What follows belongs to an exercise in optimizing a design on an open flow for small area and a short achievable clock period; a production flow would make more cautious choices.
In this exercise RTL edits were held to simulation tests only and were not proved equivalent to the original.
Power and IR drop assume default switching activity.

==> v29 <==
==> flow/design.v (excerpt) <==
module vreg_xbar (input clk,
                  input reset,
                  input [7:0] req_vld,
                  input [7:0] req_write,
                  input [63:0] req_len,
                  input [23:0] req_ptr,
                  input [47:0] req_addr,
                  input [255:0] req_data,
                  output [47:0] rd_addr,
                  output [7:0] wr_en,
                  output [47:0] wr_addr,
                  output [255:0] wr_data,
                  output [7:0] grant,
                  output [7:0] rsp_vld,
                  output [23:0] rsp_reg
                 );
==> module vreg_xbar, before the edit <==
module vreg_xbar (input clk,
                  input reset,
                  input [7:0] req_vld,
                  input [7:0] req_write,
                  input [63:0] req_len,
                  input [23:0] req_ptr,
                  input [47:0] req_addr,
                  input [255:0] req_data,
                  output [47:0] rd_addr,
                  output [7:0] wr_en,
                  output [47:0] wr_addr,
                  output [255:0] wr_data,
                  output [7:0] grant,
                  output [7:0] rsp_vld,
                  output [23:0] rsp_reg
                 );
   wire [63:0] mask;              
   wire [63:0] ugff;              
   reg  [63:0] t, nt_pre;         
   reg  [7:0]  nanym;             
   reg  [7:0]  win, ugw;
   reg  [63:0] dec;               
   always_comb begin
      for (int r = 0; r < 8; r++) begin
         for (int q = 0; q < 8; q++) begin
            dec[r*8+q] = req_vld[q] && (req_ptr[q*3 +: 3] == r);
            t[r*8+q] = dec[r*8+q] && mask[r*8+q];
         end
         nt_pre[r*8] = 1'b1;
         for (int q = 1; q < 8; q++)
            nt_pre[r*8+q] = nt_pre[r*8+q-1] && !t[r*8+q-1];
         nanym[r] = nt_pre[r*8+7] && !t[r*8+7];
      end
      for (int p = 0; p < 8; p++) begin
         win[p] = 1'b0;
         ugw[p] = 1'b0;
         for (int r = 0; r < 8; r++) begin
            win[p] = win[p] | (t[r*8+p] && nt_pre[r*8+p]);
            ugw[p] = ugw[p] | (ugff[r*8+p] && nanym[r]);
         end
      end
   end
   assign grant = win | ugw;
   wire [63:0] g;                 
   generate for (genvar r = 0; r < 8; r++) begin : arb
      reg  [7:0] req, reqc, mg, uf, sel, len_sel;
      reg        hit, anyg, match;
      reg  [6:0] nm;              
      reg  [7:0] num;             
      reg  [2:0] ug_idx;          
      reg        ug_v;
      reg  [2:0] ug_idx_d;
      reg  [5:0] addr_q;
      reg        wen_q;
      reg  [31:0] data_q;
      assign mask[r*8 +: 8] = {nm, 1'b0};
      always_comb begin
         for (int p = 0; p < 8; p++) begin
            req[p]  = dec[r*8+p];
            reqc[p] = req[p] && (req_len[p*8 +: 8] != 0);
            uf[p]   = ug_v && (ug_idx == p);
            mg[p]   = t[r*8+p] && nt_pre[r*8+p];
         end
         sel  = !nanym[r] ? mg : (uf & req);
         hit  = |sel;
         anyg = !nanym[r] | ug_v;
         len_sel = 0;
         for (int p = 0; p < 8; p++)
            len_sel = len_sel | ({8{sel[p]}} & req_len[p*8 +: 8]);
         match = hit && (num != 8'hff) && (len_sel == num + 8'd1);
         ug_idx_d = 0;
         for (int p = 7; p >= 0; p--)
            if (reqc[p]) ug_idx_d = p;
      end
      assign ugff[r*8 +: 8] = uf;
      assign g[r*8 +: 8] = !nanym[r] ? mg : uf;
      always_ff @(posedge clk or negedge reset) begin
         if (!reset) begin
            nm <= 0;
            num <= 0;
            ug_idx <= 0;
            ug_v <= 0;
         end else begin
            ug_v <= |reqc;
            ug_idx <= ug_idx_d;
            if (anyg) begin
               if (match) begin
                  num <= 0;
                  nm <= {nm[5:0], 1'b0} | (!nanym[r] ? 7'd0 : uf[6:0]);
               end else
                  num <= num + 8'd1;
            end
         end
      end
      reg [5:0]  addr_d;
      reg [31:0] data_d;
      always_comb begin
         addr_d = {6{~hit}} & addr_q;
         data_d = {32{~hit}} & data_q;
         for (int p = 0; p < 8; p++) begin
            addr_d = addr_d | ({6{sel[p]}} & req_addr[p*6 +: 6]);
            data_d = data_d | ({32{sel[p]}} & req_data[p*32 +: 32]);
         end
      end
      always_ff @(posedge clk or negedge reset) begin
         if (!reset) begin
            addr_q <= 0;
            wen_q <= 0;
            data_q <= 0;
         end else begin
            wen_q <= |(sel & req_write);
            addr_q <= addr_d;
            data_q <= data_d;
         end
      end
      assign rd_addr[r*6 +: 6] = addr_q;
      assign wr_addr[r*6 +: 6] = addr_q;
      assign wr_en[r] = wen_q;
      assign wr_data[r*32 +: 32] = data_q;
   end endgenerate
   reg [7:0]  rspv_q;
   reg [23:0] rsp_ff, rsp_q;
   always_ff @(posedge clk or negedge reset) begin
      if (!reset) begin
         rspv_q <= 0;
         rsp_ff <= 0;
         rsp_q <= 0;
      end else begin
         rspv_q <= req_vld & grant;
         rsp_q <= rsp_ff;
         for (int p = 0; p < 8; p++)
            for (int r = 0; r < 8; r++)
               if (g[r*8+p]) rsp_ff[p*3 +: 3] <= r;
      end
   end
   assign rsp_vld = rspv_q;
   assign rsp_reg = rsp_q;
endmodule
export LEC_CHECK = 0
export CAP_MARGIN = 30
export CELL_PAD_IN_SITES_DETAIL_PLACEMENT = 1
export CELL_PAD_IN_SITES_GLOBAL_PLACEMENT = 2
export CORE_MARGIN = 2
export CORE_UTILIZATION = 25
export CTS_BUF_LIST = sky130_fd_sc_hd__clkbuf_8
export PLACE_DENSITY = 0.35
export SETUP_SLACK_MARGIN = 4.0
export SLEW_MARGIN = 20
export TNS_END_PERCENT = 0
create_clock -name core_clock -period 8.0 [get_ports {clk}]
standard.sh (not shown) runs the stock make flow with config.mk's settings and CLKGATE_MAP_FILE= SYNTH_SCRIPT=/design/flow/synth_recipe.tcl, a recipe that flattens the netlist after the stock synthesis.
==> flow/flow/run.sh <==
#!/bin/bash
# Own layout flow: the standard ORFS flow (standard synthesis unchanged), with
#  - port buffers made from the smallest buffer cell instead of the resizer's default pick,
#  - clock tree built from clkbuf_8 in 12-sink clusters, without dummy balancing loads.
set -euo pipefail
export BUFFER_PORTS_ARGS="-buffer_cell sky130_fd_sc_hd__buf_1"
export CTS_ARGS="-sink_clustering_enable -repair_clock_nets -sink_clustering_size 12 -sink_clustering_max_diameter 60 -buf_list sky130_fd_sc_hd__clkbuf_8 -dont_use_dummy_load"
bash standard.sh > standard_flow.log 2>&1
==> v11 (differences from v29) <==
--- a/flow/design.v
+++ b/flow/design.v
@@ -16,33 +16,7 @@
                  );
-   wire [63:0] mask;              
-   wire [63:0] ugff;              
-   reg  [63:0] t, nt_pre;         
-   reg  [7:0]  nanym;             
-   reg  [7:0]  win, ugw;
-   reg  [63:0] dec;               
-   always_comb begin
-      for (int r = 0; r < 8; r++) begin
-         for (int q = 0; q < 8; q++) begin
-            dec[r*8+q] = req_vld[q] && (req_ptr[q*3 +: 3] == r);
-            t[r*8+q] = dec[r*8+q] && mask[r*8+q];
-         end
-         nt_pre[r*8] = 1'b1;
-         for (int q = 1; q < 8; q++)
-            nt_pre[r*8+q] = nt_pre[r*8+q-1] && !t[r*8+q-1];
-         nanym[r] = nt_pre[r*8+7] && !t[r*8+7];
-      end
-      for (int p = 0; p < 8; p++) begin
-         win[p] = 1'b0;
-         ugw[p] = 1'b0;
-         for (int r = 0; r < 8; r++) begin
-            win[p] = win[p] | (t[r*8+p] && nt_pre[r*8+p]);
-            ugw[p] = ugw[p] | (ugff[r*8+p] && nanym[r]);
-         end
-      end
-   end
-   assign grant = win | ugw;
    wire [63:0] g;                 
+   reg  [7:0]  gp;                
    generate for (genvar r = 0; r < 8; r++) begin : arb
-      reg  [7:0] req, reqc, mg, uf, sel, len_sel;
-      reg        hit, anyg, match;
+      reg  [7:0] req, reqc, mreq, mg, ugff, gr, sel, len_sel;
+      reg        anym, hit, anyg, match, pre;
       reg  [6:0] nm;              
@@ -55,13 +29,19 @@
       reg  [31:0] data_q;
-      assign mask[r*8 +: 8] = {nm, 1'b0};
       always_comb begin
          for (int p = 0; p < 8; p++) begin
-            req[p]  = dec[r*8+p];
+            req[p]  = req_vld[p] && (req_ptr[p*3 +: 3] == r);
             reqc[p] = req[p] && (req_len[p*8 +: 8] != 0);
-            uf[p]   = ug_v && (ug_idx == p);
-            mg[p]   = t[r*8+p] && nt_pre[r*8+p];
+            ugff[p] = ug_v && (ug_idx == p);
          end
-         sel  = !nanym[r] ? mg : (uf & req);
+         mreq = req & {nm, 1'b0};
+         anym = |mreq;
+         pre = 1'b0;
+         for (int p = 0; p < 8; p++) begin
+            mg[p] = mreq[p] & ~pre;
+            pre = pre | mreq[p];
+         end
+         gr   = anym ? mg : ugff;
+         sel  = anym ? mg : (ugff & req);
          hit  = |sel;
-         anyg = !nanym[r] | ug_v;
+         anyg = anym | ug_v;
          len_sel = 0;
@@ -74,4 +54,3 @@
       end
-      assign ugff[r*8 +: 8] = uf;
-      assign g[r*8 +: 8] = !nanym[r] ? mg : uf;
+      assign g[r*8 +: 8] = gr;
       always_ff @(posedge clk or negedge reset) begin
@@ -88,3 +67,3 @@
                   num <= 0;
-                  nm <= {nm[5:0], 1'b0} | (!nanym[r] ? 7'd0 : uf[6:0]);
+                  nm <= {nm[5:0], 1'b0} | (anym ? 7'd0 : ugff[6:0]);
                end else
@@ -120,2 +99,9 @@
    end endgenerate
+   always_comb begin
+      for (int p = 0; p < 8; p++) begin
+         gp[p] = 0;
+         for (int r = 0; r < 8; r++) gp[p] = gp[p] | g[r*8+p];
+      end
+   end
+   assign grant = gp;
    reg [7:0]  rspv_q;
@@ -128,3 +114,3 @@
       end else begin
-         rspv_q <= req_vld & grant;
+         rspv_q <= req_vld & gp;
          rsp_q <= rsp_ff;
==> flow/run.sh (new file) <==
#!/bin/bash
# synth_recipe.tcl (not shown) runs the flow's synth.tcl, then flattens the netlist and writes it again
# the make line also repeats each setting of config.mk as NAME=value (left out here)
make -C /OpenROAD-flow-scripts/flow DESIGN_CONFIG=/design/flow/config.mk WORK_HOME=/design/flow/orfs CLKGATE_MAP_FILE= SYNTH_SCRIPT=/design/flow/synth_recipe.tcl finish
==> flow/config.mk (replaced) <==
export PLATFORM = sky130hd
export DESIGN_NAME = vreg_xbar
export DESIGN_NICKNAME = vreg_xbar
export VERILOG_FILES = /design/flow/design.v
export SDC_FILE = /design/flow/constraint.sdc
export NUM_CORES = 4
export LEC_CHECK = 0
export CAP_MARGIN = 30
export CORE_MARGIN = 2
export CORE_UTILIZATION = 15
export PLACE_DENSITY = 0.3
export SETUP_SLACK_MARGIN = 0.3
export SLEW_MARGIN = 20
removed: flow/flow/run.sh
removed: flow/standard.sh
==> v27 (differences from v29) <==
==> flow/flow/run.sh (replaced) <==
#!/bin/bash
# Own layout flow: the standard ORFS flow (standard synthesis unchanged), with the
# port buffers made from the smallest buffer cell instead of the resizer's default pick.
set -euo pipefail
export BUFFER_PORTS_ARGS="-buffer_cell sky130_fd_sc_hd__buf_1"
bash standard.sh > standard_flow.log 2>&1
--- a/flow/config.mk
+++ b/flow/config.mk
@@ -14,4 +14,3 @@
 export PLACE_DENSITY = 0.35
-export SETUP_SLACK_MARGIN = 4.0
+export SETUP_SLACK_MARGIN = 3.5
 export SLEW_MARGIN = 20
-export TNS_END_PERCENT = 0
==> metrics.md <==
| Metric | Value |
|---|---|
| Least-Margin Pin Slew | ~1200 ps |
| Worst setup path endpoint | grant[1] |
| Area after DPL | 47200 sq um |
| Multi-input gate area | 27600 sq um |
| Mean Syn Cell Area | ~8.0 sq um |
| Chip Height | approximately 420 um |
| Resized cells post-CTS | a little over 300 |
| Hpwl dp | approximately 250000 um |
| Status | timing/DRC/antenna clean |
| Fmax | around 190 MHz |
| # Taps | 2218 |
| Top pwr grp | combinational cells |
| Top post-synthesis cells by count | nand2_1, dfrtp_1, a222oi_1 |
| Seq/Total Area, Yosys | 0.306 |
Source of the figures above: v27

==> metrics.md <==
| Metric | Value |
|---|---|
| Multi-input gate area | 25600 sq um |
| Max stage delay cell, worst path | clkdlybuf4s50_1 |
| Chip Height | ~530 um |
| Fmax | between 100 and 150 MHz |
| Mean Syn Cell Area | between 8 and 9 sq um |
| Hold Crit Depth | 0 |
| Grt met3 use | 0.0794 |
| Leading cell type in the layout, fill and taps excluded | clkdlybuf4s50_1 |
| Fraction of area in multi-input gates | 0.453 |
| Top pwr grp | combinational cells |
| Resized cells post-CTS | 0 |
| Seq/Total Area, Yosys | 0.311 |
| Final Core Density | 0.204 |
| Status | timing/DRC/antenna clean |
| WL met1 | around 160000 um |
| Area after DPL | 53500 sq um |
| Top Layer Used | met5 |
| Top post-synthesis cells by count | clkbuf_1, a222oi_1, dfrtp_1 |
| # Taps | approximately 3700 |
Source of the figures above: v11

==> metrics.md <==
| Metric | Value |
|---|---|
| Status | timing/DRC/antenna clean |
| Chip Height | about 420 um |
| Seq/Total Area, Yosys | 0.306 |
| Least-Margin Pin Slew | approximately 1200 ps |
| Top pwr grp | sequential cells |
| Worst setup path endpoint | grant[1] |
| Hpwl dp | about 240000 um |
| Resized cells post-CTS | about 230 |
| Max stage delay cell, worst path | or4_4 |
| Multi-input gate area | ~27000 sq um |
| H-tree levels | 3 |
| Port-buffer cells | slightly above 800 |
| P per Cell Area | approximately 230 nW/um^2 |
| # Taps | 2218 |
| Total sequential power | 4.61 mW |
| Mean Syn Cell Area | between 8 and 9 sq um |
| Area after DPL | approximately 47000 sq um |
Source of the figures above: v29

afterwards: timing with drivers on the ports:
The flow's constraints put no driver on any port. The routed layouts listed below were extracted and timed again, unchanged, in two steps.
Step 1 sets driving cells, clkbuf_16 on the clock port and buf_2 on the other inputs (assumed; they add their load-dependent delay and slew).
Step 2 moves the port delays by t, midway between the first and last clock arrival at a register: inputs arrive t later, outputs are due t later. That takes back most of the time a late clock gives input paths.
a / b / c = ideal / step 1 / step 2; a / b = the first two.
run	t, ns	slack for setup (ns)	worst setup path after step 2	clock arrival spread, ns	worst data-port slew with drivers (ns)
v29	0.950	2.639 / 2.597 / 1.798	input to register	0.132 / 0.133	0.23
v11	0.826	0.529 / 0.499 / 0.499	input to output	0.059 / 0.059	0.29
v27	1.008	2.607 / 2.378 / 1.813	input to register	0.082 / 0.082	0.27
After both steps every run listed still meets setup and hold. The setup slack of v29, which loses most, moves by -0.042 ns with the drivers and by -0.841 ns with both steps.
